This is an optimization exercise on Yosys and OpenROAD, whose aim is small area, a short achievable clock period and few clock cycles per item, not a production implementation.
At most, simulation tests tie the RTL to the original design; equivalence was not proved.
No driver is modelled on the clock port, so clock power and skew are understated where the tree is cut down; a real chip needs a root buffer or a tree.
No activity file was given, so power comes from the tool's default toggle rates.

lane 5:
==> flow/design.v (excerpt) <==
module Log2(
  input clk,
  input reset,
  input h,
  output reg flag,
  input [7:0] in,
  output reg [7:0] out
);
  reg busy;
  wire [7:0] lut;
  always @(posedge clk or posedge reset) begin
    if (reset) begin
      busy <= 1'b0;
      flag <= 1'b0;
    end else begin
      busy <= h;
      flag <= busy | (flag & ~h);
    end
  end
  always @(posedge clk) begin
    if (busy)
      out <= lut;
    else if (h | ~flag)
      out <= in;
  end
  log2_lut u_lut (.x(out), .y(lut));
endmodule
Size in the first run: ~10 flip-flops, ~980 µm² of cells after synthesis.
==> flow/config.mk <==
export PLATFORM = sky130hd
export DESIGN_NAME = Log2
export DESIGN_NICKNAME = Log2
export VERILOG_FILES = /design/flow/design.v
export SDC_FILE = /design/flow/constraint.sdc
export NUM_CORES = 4
export LEC_CHECK = 0
export CAP_MARGIN = 20
export CORE_AREA = 2.5 2.5 61.5 61.5
export DIE_AREA = 0 0 64 64
export SLEW_MARGIN = 20
==> flow/constraint.sdc <==
create_clock -name core_clock -period 10.0 [get_ports {clk}]
set_input_delay 2.0000 -clock core_clock [delete_from_list [all_inputs] [get_ports {clk}]]
set_output_delay 2.0000 -clock core_clock [all_outputs]
set_load 0.01 [all_outputs]
standard.sh (not shown) runs the stock make flow with config.mk's settings and CLKGATE_MAP_FILE= SYNTH_SCRIPT=/design/flow/synth_recipe.tcl, a recipe that flattens the netlist after the stock synthesis.
==> flow/flow/run.sh <==
#!/bin/bash
# Standard ORFS layout with these changes:
#  - synthesis maps the logic with the ABC script in flow/abc_area.script
#    (same synthesis script otherwise, so registers keep their names and types);
#  - port buffers are sky130_fd_sc_hd__buf_1 instead of the default delay buffer;
#  - the clock tree is a single clkbuf_8 between the clock port and the ten
#    registers (all registers get the same clock arrival), instead of an H-tree.
set -euo pipefail
rm -rf myscripts
cp -r "$FLOW_HOME/scripts" myscripts
cp flow/abc_area.script myscripts/abc_area.script
python3 - <<'PY'
p = 'myscripts/cts.tcl'
s = open(p).read()
old = 'log_cmd clock_tree_synthesis {*}$cts_args'
assert old in s
new = '''# place the one clock buffer at the centre of the registers it drives
set clk_net [[ord::get_db_block] findNet clk]
set sx 0
set sy 0
set sn 0
foreach iterm [$clk_net getITerms] {
  lassign [[$iterm getInst] getLocation] ix iy
  set sx [expr {$sx + $ix}]
  set sy [expr {$sy + $iy}]
  incr sn
}
set cx [ord::dbu_to_microns [expr {$sx / $sn}]]
set cy [ord::dbu_to_microns [expr {$sy / $sn}]]
puts "clock buffer at $cx $cy for $sn registers"
log_cmd insert_buffer -buffer_cell sky130_fd_sc_hd__clkbuf_8 -net [get_nets clk] -location [list $cx $cy] -buffer_name clkbuf_root -net_name clk_root
set_propagated_clock [all_clocks]'''
open(p, 'w').write(s.replace(old, new))
PY
bash standard.sh synth ABC_AREA=1 SCRIPTS_DIR="$PWD/myscripts" > synth.log 2>&1
bash standard.sh finish SCRIPTS_DIR="$PWD/myscripts" "BUFFER_PORTS_ARGS=-buffer_cell sky130_fd_sc_hd__buf_1" > layout.log 2>&1
==> flow/flow/abc_area.script <==
strash
dch
map -D 1400
topo
upsize -D 1800
dnsize -D 1800
Here is what was changed in the inputs of lane 1 compared with lane 5.
==> flow/flow/abc_area.script <==
strash
dch
map -D 1600
topo
upsize -D 1900
dnsize -D 1900
==> run notes <==
- Lane 5 has higher via-per-instance ratio than lane 1.
- Taking lane 5 as 1.0, lane 1 lands at 0.921 on post-route total power.
- Fraction of the mapped netlist area in simple logic gates: lane 1 vs lane 5 down 2.4 points
- Between lane 5 and lane 1, proportion of total power due to net switching decreased.
- Lane 5 has a lower distinct cell type count of the synthesized netlist than lane 1.
No functional check of the RTL was part of any run of this note. No run of this note takes its clock network from TritonCTS; it comes from the design's own scripts or RTL.

========
Another version of the RTL of Log2 (not shown whole).
For scale: ~10 flip-flops, ~20 I/O pins, ~0.0010 mm2 of cells after synthesis.
Design Log2, start of the top module:
module Log2(
  input clk,
  input reset,
  input h,
  output reg flag,
  input [7:0] in,
  output reg [7:0] out
);
export LEC_CHECK = 0
export CAP_MARGIN = 20
export CORE_AREA = 2.5 2.5 61.5 61.5
export DIE_AREA = 0 0 64 64
export SLEW_MARGIN = 20
create_clock -name core_clock -period 10.0 [get_ports {clk}]
==> flow/flow/run.sh <==
#!/bin/bash
# Standard ORFS layout with these changes:
#  - synthesis maps the logic with the ABC script in flow/abc_area.script
#    (same synthesis script otherwise, so registers keep their names and types);
#  - port buffers are sky130_fd_sc_hd__buf_1 instead of the default delay buffer;
#  - extra make settings: 
set -euo pipefail
rm -rf myscripts
cp -r "$FLOW_HOME/scripts" myscripts
cp flow/abc_area.script myscripts/abc_area.script
bash standard.sh synth ABC_AREA=1 SCRIPTS_DIR="$PWD/myscripts" > synth.log 2>&1
bash standard.sh finish "CTS_ARGS=-sink_clustering_enable -sink_clustering_size 20 -sink_clustering_max_diameter 200 -dont_use_dummy_load -repair_clock_nets"  "BUFFER_PORTS_ARGS=-buffer_cell sky130_fd_sc_hd__buf_1" > layout.log 2>&1
==> flow/flow/abc_area.script <==
strash
dch
map -D 1600
topo
upsize -D 1600
dnsize -D 1600
Edit:
--- a/flow/flow/run.sh
+++ b/flow/flow/run.sh
@@ -6 +6,2 @@
-#  - extra make settings: 
+#  - the clock tree is a single clkbuf_8 between the clock port and the ten
+#    registers (all registers get the same clock arrival), instead of an H-tree.
@@ -10,0 +12,23 @@
+python3 - <<'PY'
+p = 'myscripts/cts.tcl'
+s = open(p).read()
+old = 'log_cmd clock_tree_synthesis {*}$cts_args'
+assert old in s
+new = '''# place the one clock buffer at the centre of the registers it drives
+set clk_net [[ord::get_db_block] findNet clk]
+set sx 0
+set sy 0
+set sn 0
+foreach iterm [$clk_net getITerms] {
+  lassign [[$iterm getInst] getLocation] ix iy
+  set sx [expr {$sx + $ix}]
+  set sy [expr {$sy + $iy}]
+  incr sn
+}
+set cx [ord::dbu_to_microns [expr {$sx / $sn}]]
+set cy [ord::dbu_to_microns [expr {$sy / $sn}]]
+puts "clock buffer at $cx $cy for $sn registers"
+log_cmd insert_buffer -buffer_cell sky130_fd_sc_hd__clkbuf_8 -net [get_nets clk] -location [list $cx $cy] -buffer_name clkbuf_root -net_name clk_root
+set_propagated_clock [all_clocks]'''
+open(p, 'w').write(s.replace(old, new))
+PY
@@ -12 +36 @@
-bash standard.sh finish "CTS_ARGS=-sink_clustering_enable -sink_clustering_size 20 -sink_clustering_max_diameter 200 -dont_use_dummy_load -repair_clock_nets"  "BUFFER_PORTS_ARGS=-buffer_cell sky130_fd_sc_hd__buf_1" > layout.log 2>&1
+bash standard.sh finish SCRIPTS_DIR="$PWD/myscripts" "BUFFER_PORTS_ARGS=-buffer_cell sky130_fd_sc_hd__buf_1" > layout.log 2>&1
==> flow/flow/abc_area.script (replaced) <==
strash
dch
map -D 1800
topo
upsize -D 1800
dnsize -D 1800
What happened: The new run completed with no timing, DRC or antenna violations. Maximum frequency climbs by 3.6%. Total power drops by 6.3%. Worst hold slack barely changes. Clock skew drops by 14 ps. Setup slack gains 100 ps. Cell area drops by 2.4%. Clock power drops by 32%. Register-to-register slack loses 310 ps.
Edit:
==> flow/flow/run.sh (replaced) <==
#!/bin/bash
# Standard ORFS layout with these changes:
#  - synthesis maps the logic with the ABC script in flow/abc_area.script
#    (same synthesis script otherwise, so registers keep their names and types);
#  - port buffers are sky130_fd_sc_hd__buf_1 instead of the default delay buffer;
#  - extra make settings: 
set -euo pipefail
rm -rf myscripts
cp -r "$FLOW_HOME/scripts" myscripts
cp flow/abc_area.script myscripts/abc_area.script
bash standard.sh synth ABC_AREA=1 SCRIPTS_DIR="$PWD/myscripts" > synth.log 2>&1
bash standard.sh finish "CTS_ARGS=-sink_clustering_enable -sink_clustering_size 20 -sink_clustering_max_diameter 200 -dont_use_dummy_load -repair_clock_nets"  "BUFFER_PORTS_ARGS=-buffer_cell sky130_fd_sc_hd__buf_1" > layout.log 2>&1
What happened: Via count came out higher by about 0.6%. Sequential power barely changes. Register-to-register slack stays flat. Global-route usage came out higher by 0.56 points. Sequential cell count stays the same. Cell area came out higher by about 0.8%. Area after synthesis stays the same. Sequential share of layout area came out lower by 0.20 points. First-iteration DRC count came out lower by about 17%. Hold slack stays flat.
Edit:
==> flow/flow/abc_area.script (replaced) <==
strash
dch
map -D 2000
topo
Global-route usage went up by 0.43 points.
Cell area decreases by 0.44%.
Core utilization falls by 0.15 points.
Edit:
==> flow/flow/abc_area.script (replaced) <==
strash
dch
map -D 2200
topo
upsize -D 2200
dnsize -D 2200
The new run produced a clean layout.
Worst setup slack does not change.
Sequential share of layout area is unchanged.
Routed wire length does not change.
Clock skew stays the same.
Register-to-register slack stays flat.
No functional check of the RTL was part of any run of this note. The clock cells of the second run of this note come from the design's own scripts or RTL, not from TritonCTS.

========
The RTL this note starts from:
==> flow/design.v <==
module Log2(
  input clk,
  input reset,
  input h,
  output reg flag,
  input [7:0] in,
  output reg [7:0] out
);
  reg busy;
  wire [7:0] lut;
  always @(posedge clk or posedge reset) begin
    if (reset) begin
      busy <= 1'b0;
      flag <= 1'b0;
    end else begin
      busy <= h;
      flag <= busy | (flag & ~h);
    end
  end
  always @(posedge clk) begin
    if (busy)
      out <= lut;
    else if (h | ~flag)
      out <= in;
  end
  log2_lut u_lut (.x(out), .y(lut));
endmodule
module log2_lut(input [7:0] x, output [7:0] y);
  wire [7:0] oh;
  assign oh[7] = x[7];
  assign oh[6] = ~x[7] & x[6];
  assign oh[5] = ~|x[7:6] & x[5];
  assign oh[4] = ~|x[7:5] & x[4];
  assign oh[3] = ~|x[7:4] & x[3];
  assign oh[2] = ~|x[7:3] & x[2];
  assign oh[1] = ~|x[7:2] & x[1];
  assign oh[0] = ~|x[7:1];
  wire [2:0] p = {|oh[7:4], |{oh[7:6],oh[3:2]}, |{oh[7],oh[5],oh[3],oh[1]}};
  wire [13:0] xe = {x[6:0], 7'b0};
  wire [6:0] n = ({7{oh[7]}} & x[6:0]) | ({7{oh[6]}} & {x[5:0],1'b0}) | ({7{oh[5]}} & {x[4:0],2'b0})
               | ({7{oh[4]}} & {x[3:0],3'b0}) | ({7{oh[3]}} & {x[2:0],4'b0}) | ({7{oh[2]}} & {x[1:0],5'b0})
               | ({7{oh[1]}} & {x[0],6'b0});
  wire [4:0] g;
  g7 u_g (.n(n), .g(g));
  assign y = {p, g};
endmodule
module g7(input [6:0] n, output [4:0] g);
  wire new_n13, new_n14, new_n15, new_n16, new_n17, new_n19, new_n20,
    new_n21, new_n22, new_n23, new_n24, new_n25, new_n26, new_n27, new_n28,
    new_n29, new_n30, new_n31, new_n32, new_n33, new_n34, new_n35, new_n36,
    new_n37, new_n38, new_n39, new_n40, new_n41, new_n42, new_n43, new_n44,
    new_n45, new_n46, new_n47, new_n48, new_n49, new_n50, new_n51, new_n52,
    new_n53, new_n54, new_n55, new_n56, new_n57, new_n58, new_n59, new_n60,
    new_n61, new_n62, new_n63, new_n64, new_n65, new_n66, new_n68, new_n69,
    new_n70, new_n72, new_n73, new_n74, new_n75, new_n76, new_n77, new_n78,
    new_n80, new_n81, new_n82, new_n83, new_n84;
  assign new_n13 = n[2] & n[1];
  assign new_n14 = ~n[3] & ~new_n13;
  assign new_n15 = ~n[6] & n[5];
  assign new_n16 = n[4] & new_n15;
  assign new_n17 = ~new_n14 & new_n16;
  assign g[4] = n[6] | new_n17;
  assign new_n19 = n[4] & n[3];
  assign new_n20 = n[6] & n[5];
  assign new_n21 = ~n[6] & ~n[5];
  assign new_n22 = ~n[2] & new_n21;
  assign new_n23 = ~new_n20 & ~new_n22;
  assign new_n24 = n[3] & n[2];
  assign new_n25 = ~n[0] & ~new_n15;
  assign new_n26 = new_n24 & new_n25;
  assign new_n27 = n[6] & new_n19;
  assign new_n28 = n[1] & ~new_n27;
  assign new_n29 = ~new_n26 & new_n28;
  assign new_n30 = ~new_n19 & ~new_n21;
  assign new_n31 = n[0] & ~new_n30;
  assign new_n32 = n[4] & new_n21;
  assign new_n33 = ~new_n20 & ~new_n32;
  assign new_n34 = ~new_n31 & new_n33;
  assign new_n35 = ~n[2] & ~new_n34;
  assign new_n36 = ~new_n29 & ~new_n35;
  assign new_n37 = n[1] & n[0];
  assign new_n38 = n[6] & ~n[5];
  assign new_n39 = ~n[4] & ~n[3];
  assign new_n40 = ~n[1] & ~n[0];
  assign new_n41 = new_n39 & ~new_n40;
  assign new_n42 = ~new_n38 & new_n41;
  assign new_n43 = ~new_n27 & ~new_n42;
  assign new_n44 = ~new_n37 & ~new_n43;
  assign new_n45 = ~n[3] & n[0];
  assign new_n46 = ~n[6] & n[1];
  assign new_n47 = new_n45 & ~new_n46;
  assign new_n48 = ~n[5] & n[4];
  assign new_n49 = ~new_n40 & new_n48;
  assign new_n50 = ~new_n47 & new_n49;
  assign new_n51 = ~new_n44 & ~new_n50;
  assign new_n52 = ~new_n36 & new_n51;
  assign new_n53 = ~new_n19 & new_n21;
  assign new_n54 = ~new_n39 & ~new_n45;
  assign new_n55 = new_n53 & new_n54;
  assign new_n56 = ~n[4] & new_n20;
  assign new_n57 = n[2] & ~new_n56;
  assign new_n58 = ~new_n55 & new_n57;
  assign new_n59 = ~new_n52 & ~new_n58;
  assign new_n60 = new_n37 & new_n56;
  assign new_n61 = new_n29 & new_n58;
  assign new_n62 = ~new_n60 & ~new_n61;
  assign new_n63 = ~new_n59 & new_n62;
  assign new_n64 = ~new_n48 & ~new_n56;
  assign new_n65 = ~n[3] & new_n13;
  assign new_n66 = ~new_n64 & new_n65;
  assign g[0] = new_n63 | new_n66;
  assign new_n68 = ~new_n23 & g[0];
  assign new_n69 = new_n19 & ~new_n68;
  assign new_n70 = ~n[5] & ~new_n69;
  assign g[3] = ~new_n17 & ~new_n70;
  assign new_n72 = ~n[5] & new_n69;
  assign new_n73 = ~new_n17 & ~new_n72;
  assign new_n74 = ~n[4] & new_n21;
  assign new_n75 = ~new_n24 & new_n74;
  assign new_n76 = ~new_n68 & ~new_n75;
  assign new_n77 = ~new_n14 & new_n76;
  assign new_n78 = ~n[4] & ~new_n77;
  assign g[2] = new_n73 & ~new_n78;
  assign new_n80 = new_n14 & ~new_n76;
  assign new_n81 = n[4] & new_n73;
  assign new_n82 = n[3] & new_n61;
  assign new_n83 = new_n77 & ~new_n82;
  assign new_n84 = ~new_n81 & new_n83;
  assign g[1] = ~new_n80 & ~new_n84;
endmodule
export LEC_CHECK = 0
export CAP_MARGIN = 20
export CORE_AREA = 2.5 2.5 61.5 61.5
export DIE_AREA = 0 0 64 64
export SLEW_MARGIN = 20
create_clock -name core_clock -period 10.0 [get_ports {clk}]
==> flow/flow/run.sh <==
#!/bin/bash
# Standard ORFS layout with these changes:
#  - synthesis maps the logic with the ABC script in flow/abc_area.script
#    (same synthesis script otherwise, so registers keep their names and types);
#  - port buffers are sky130_fd_sc_hd__buf_1 instead of the default delay buffer;
#  - the clock tree is a single clkbuf_8 between the clock port and the ten
#    registers (all registers get the same clock arrival), instead of an H-tree.
set -euo pipefail
rm -rf myscripts
cp -r "$FLOW_HOME/scripts" myscripts
cp flow/abc_area.script myscripts/abc_area.script
python3 - <<'PY'
p = 'myscripts/cts.tcl'
s = open(p).read()
old = 'log_cmd clock_tree_synthesis {*}$cts_args'
assert old in s
new = '''# place the one clock buffer at the centre of the registers it drives
set clk_net [[ord::get_db_block] findNet clk]
set sx 0
set sy 0
set sn 0
foreach iterm [$clk_net getITerms] {
  lassign [[$iterm getInst] getLocation] ix iy
  set sx [expr {$sx + $ix}]
  set sy [expr {$sy + $iy}]
  incr sn
}
set cx [ord::dbu_to_microns [expr {$sx / $sn}]]
set cy [ord::dbu_to_microns [expr {$sy / $sn}]]
puts "clock buffer at $cx $cy for $sn registers"
log_cmd insert_buffer -buffer_cell sky130_fd_sc_hd__clkbuf_8 -net [get_nets clk] -location [list $cx $cy] -buffer_name clkbuf_root -net_name clk_root
set_propagated_clock [all_clocks]'''
open(p, 'w').write(s.replace(old, new))
PY
bash standard.sh synth ABC_AREA=1 SCRIPTS_DIR="$PWD/myscripts" > synth.log 2>&1
bash standard.sh finish SCRIPTS_DIR="$PWD/myscripts" "BUFFER_PORTS_ARGS=-buffer_cell sky130_fd_sc_hd__buf_1" > layout.log 2>&1
==> flow/flow/abc_area.script <==
strash
dch
map -D 1700
topo
upsize -D 1900
dnsize -D 1900
Testbench counts at the start, summed over its fixed seeds: cycles 8,192, conversions 4,096.
Rerun with:
==> flow/flow/abc_area.script (replaced) <==
strash
dch -f
map -D 1600
topo
upsize -D 1900
dnsize -D 1900
Outcome: Cell count came out higher by 6.4%; power is higher by 6.9%; register-to-register slack gets worse by 20 ps; setup slack is worse by 21 ps; sequential power rose by about 2%; area after synthesis grows by 3.9%; flip-flop and latch count stays the same; combinational power rose by 12%; first-iteration DRC count decreases by 17%; routed wire length barely changes.
Rerun with:
--- a/flow/flow/run.sh
+++ b/flow/flow/run.sh
@@ -5,3 +5,3 @@
 #  - port buffers are sky130_fd_sc_hd__buf_1 instead of the default delay buffer;
-#  - the clock tree is a single clkbuf_8 between the clock port and the ten
+#  - the clock tree is a single clkbuf_4 between the clock port and the ten
 #    registers (all registers get the same clock arrival), instead of an H-tree.
@@ -30,3 +30,3 @@
 puts "clock buffer at $cx $cy for $sn registers"
-log_cmd insert_buffer -buffer_cell sky130_fd_sc_hd__clkbuf_8 -net [get_nets clk] -location [list $cx $cy] -buffer_name clkbuf_root -net_name clk_root
+log_cmd insert_buffer -buffer_cell sky130_fd_sc_hd__clkbuf_4 -net [get_nets clk] -location [list $cx $cy] -buffer_name clkbuf_root -net_name clk_root
 set_propagated_clock [all_clocks]'''
==> flow/flow/abc_area.script (replaced) <==
strash
dch
map -D 1600
topo
upsize -D 1900
dnsize -D 1900
Outcome: Die area is unchanged; first-iteration DRC count increases by 26%; wire length decreases by 3.9%; cell count decreases by 5.6%; global-route usage decreases by 0.45 points; final area decreases by 5.8%; clock skew is about the same; worst setup slack gets worse by 9.4 ps; hold slack gets better by 8.0 ps; power decreases by 11%.
Rerun with:
--- a/flow/flow/run.sh
+++ b/flow/flow/run.sh
@@ -5,3 +5,3 @@
 #  - port buffers are sky130_fd_sc_hd__buf_1 instead of the default delay buffer;
-#  - the clock tree is a single clkbuf_4 between the clock port and the ten
+#  - the clock tree is a single clkbuf_8 between the clock port and the ten
 #    registers (all registers get the same clock arrival), instead of an H-tree.
@@ -30,3 +30,3 @@
 puts "clock buffer at $cx $cy for $sn registers"
-log_cmd insert_buffer -buffer_cell sky130_fd_sc_hd__clkbuf_4 -net [get_nets clk] -location [list $cx $cy] -buffer_name clkbuf_root -net_name clk_root
+log_cmd insert_buffer -buffer_cell sky130_fd_sc_hd__clkbuf_8 -net [get_nets clk] -location [list $cx $cy] -buffer_name clkbuf_root -net_name clk_root
 set_propagated_clock [all_clocks]'''
==> flow/flow/abc_area.script (replaced) <==
strash
dch
map -D 1800
topo
upsize -D 2000
dnsize -D 2000
Outcome:
- The new run ran to the end with no violations
- final area is higher slightly
- core utilization increases by 0.45 points
- flip-flop and latch count does not change
In every run of this note, the design's own scripts or RTL, not TritonCTS, make the clock network.

port drivers added, routing unchanged:
How much do the figures lean on ideal ports? The routed layouts below were timed once more, with nothing changed but the port constraints.
Step 1, drivers: a clkbuf_16 drives clk and a buf_2 each remaining input, both assumed.
Step 2 moves the port delays by t, midway between the first and last clock arrival at a register: inputs arrive t later, outputs are due t later. That takes back most of the time a late clock gives input paths.
Three values: no drivers, after step 1, after step 2; two values: the first two.
| run | t (ns) | setup WS [ns] | worst hold slack (ns) | worst setup path at the end | worst data-port slew with drivers (ns) |
|---|---|---|---|---|---|
| lane 5 | 0.149 | 7.126 / 7.106 / 7.191 | 0.530 / 0.530 / 0.530 | input to register | 0.03 |
| lane 1 | 0.155 | 7.082 / 7.082 / 7.082 | 0.538 / 0.538 / 0.538 | register to register | 0.03 |
| the first run of note 2 | 0.270 | 7.069 / 7.049 / 7.217 | 0.534 / 0.534 / 0.534 | input to register | 0.03 |
| the second run of note 2 | 0.145 | 7.170 / 7.149 / 7.244 | 0.534 / 0.534 / 0.534 | input to register | 0.03 |
| the third run of note 2 | 0.270 | 7.035 / 7.017 / 7.233 | 0.532 / 0.532 / 0.532 | input to register | 0.03 |
| the fourth run of note 2 | 0.275 | 6.958 / 6.958 / 6.958 | 0.549 / 0.549 / 0.549 | register to register | 0.03 |
| the fifth run of note 2 | 0.275 | 6.958 / 6.958 / 6.958 | 0.549 / 0.549 / 0.549 | register to register | 0.03 |
| the first run of note 3 | 0.148 | 7.144 / 7.144 / 7.144 | 0.540 / 0.540 / 0.540 | register to register | 0.03 |
| the second run of note 3 | 0.147 | 7.123 / 7.123 / 7.123 | 0.539 / 0.539 / 0.539 | register to register | 0.03 |
| the third run of note 3 | 0.180 | 7.113 / 7.096 / 7.212 | 0.547 / 0.547 / 0.547 | register to register | 0.03 |
| the fourth run of note 3 | 0.154 | 6.921 / 6.921 / 6.921 | 0.534 / 0.534 / 0.534 | register to register | 0.03 |
After both steps setup and hold are still met in every run listed.
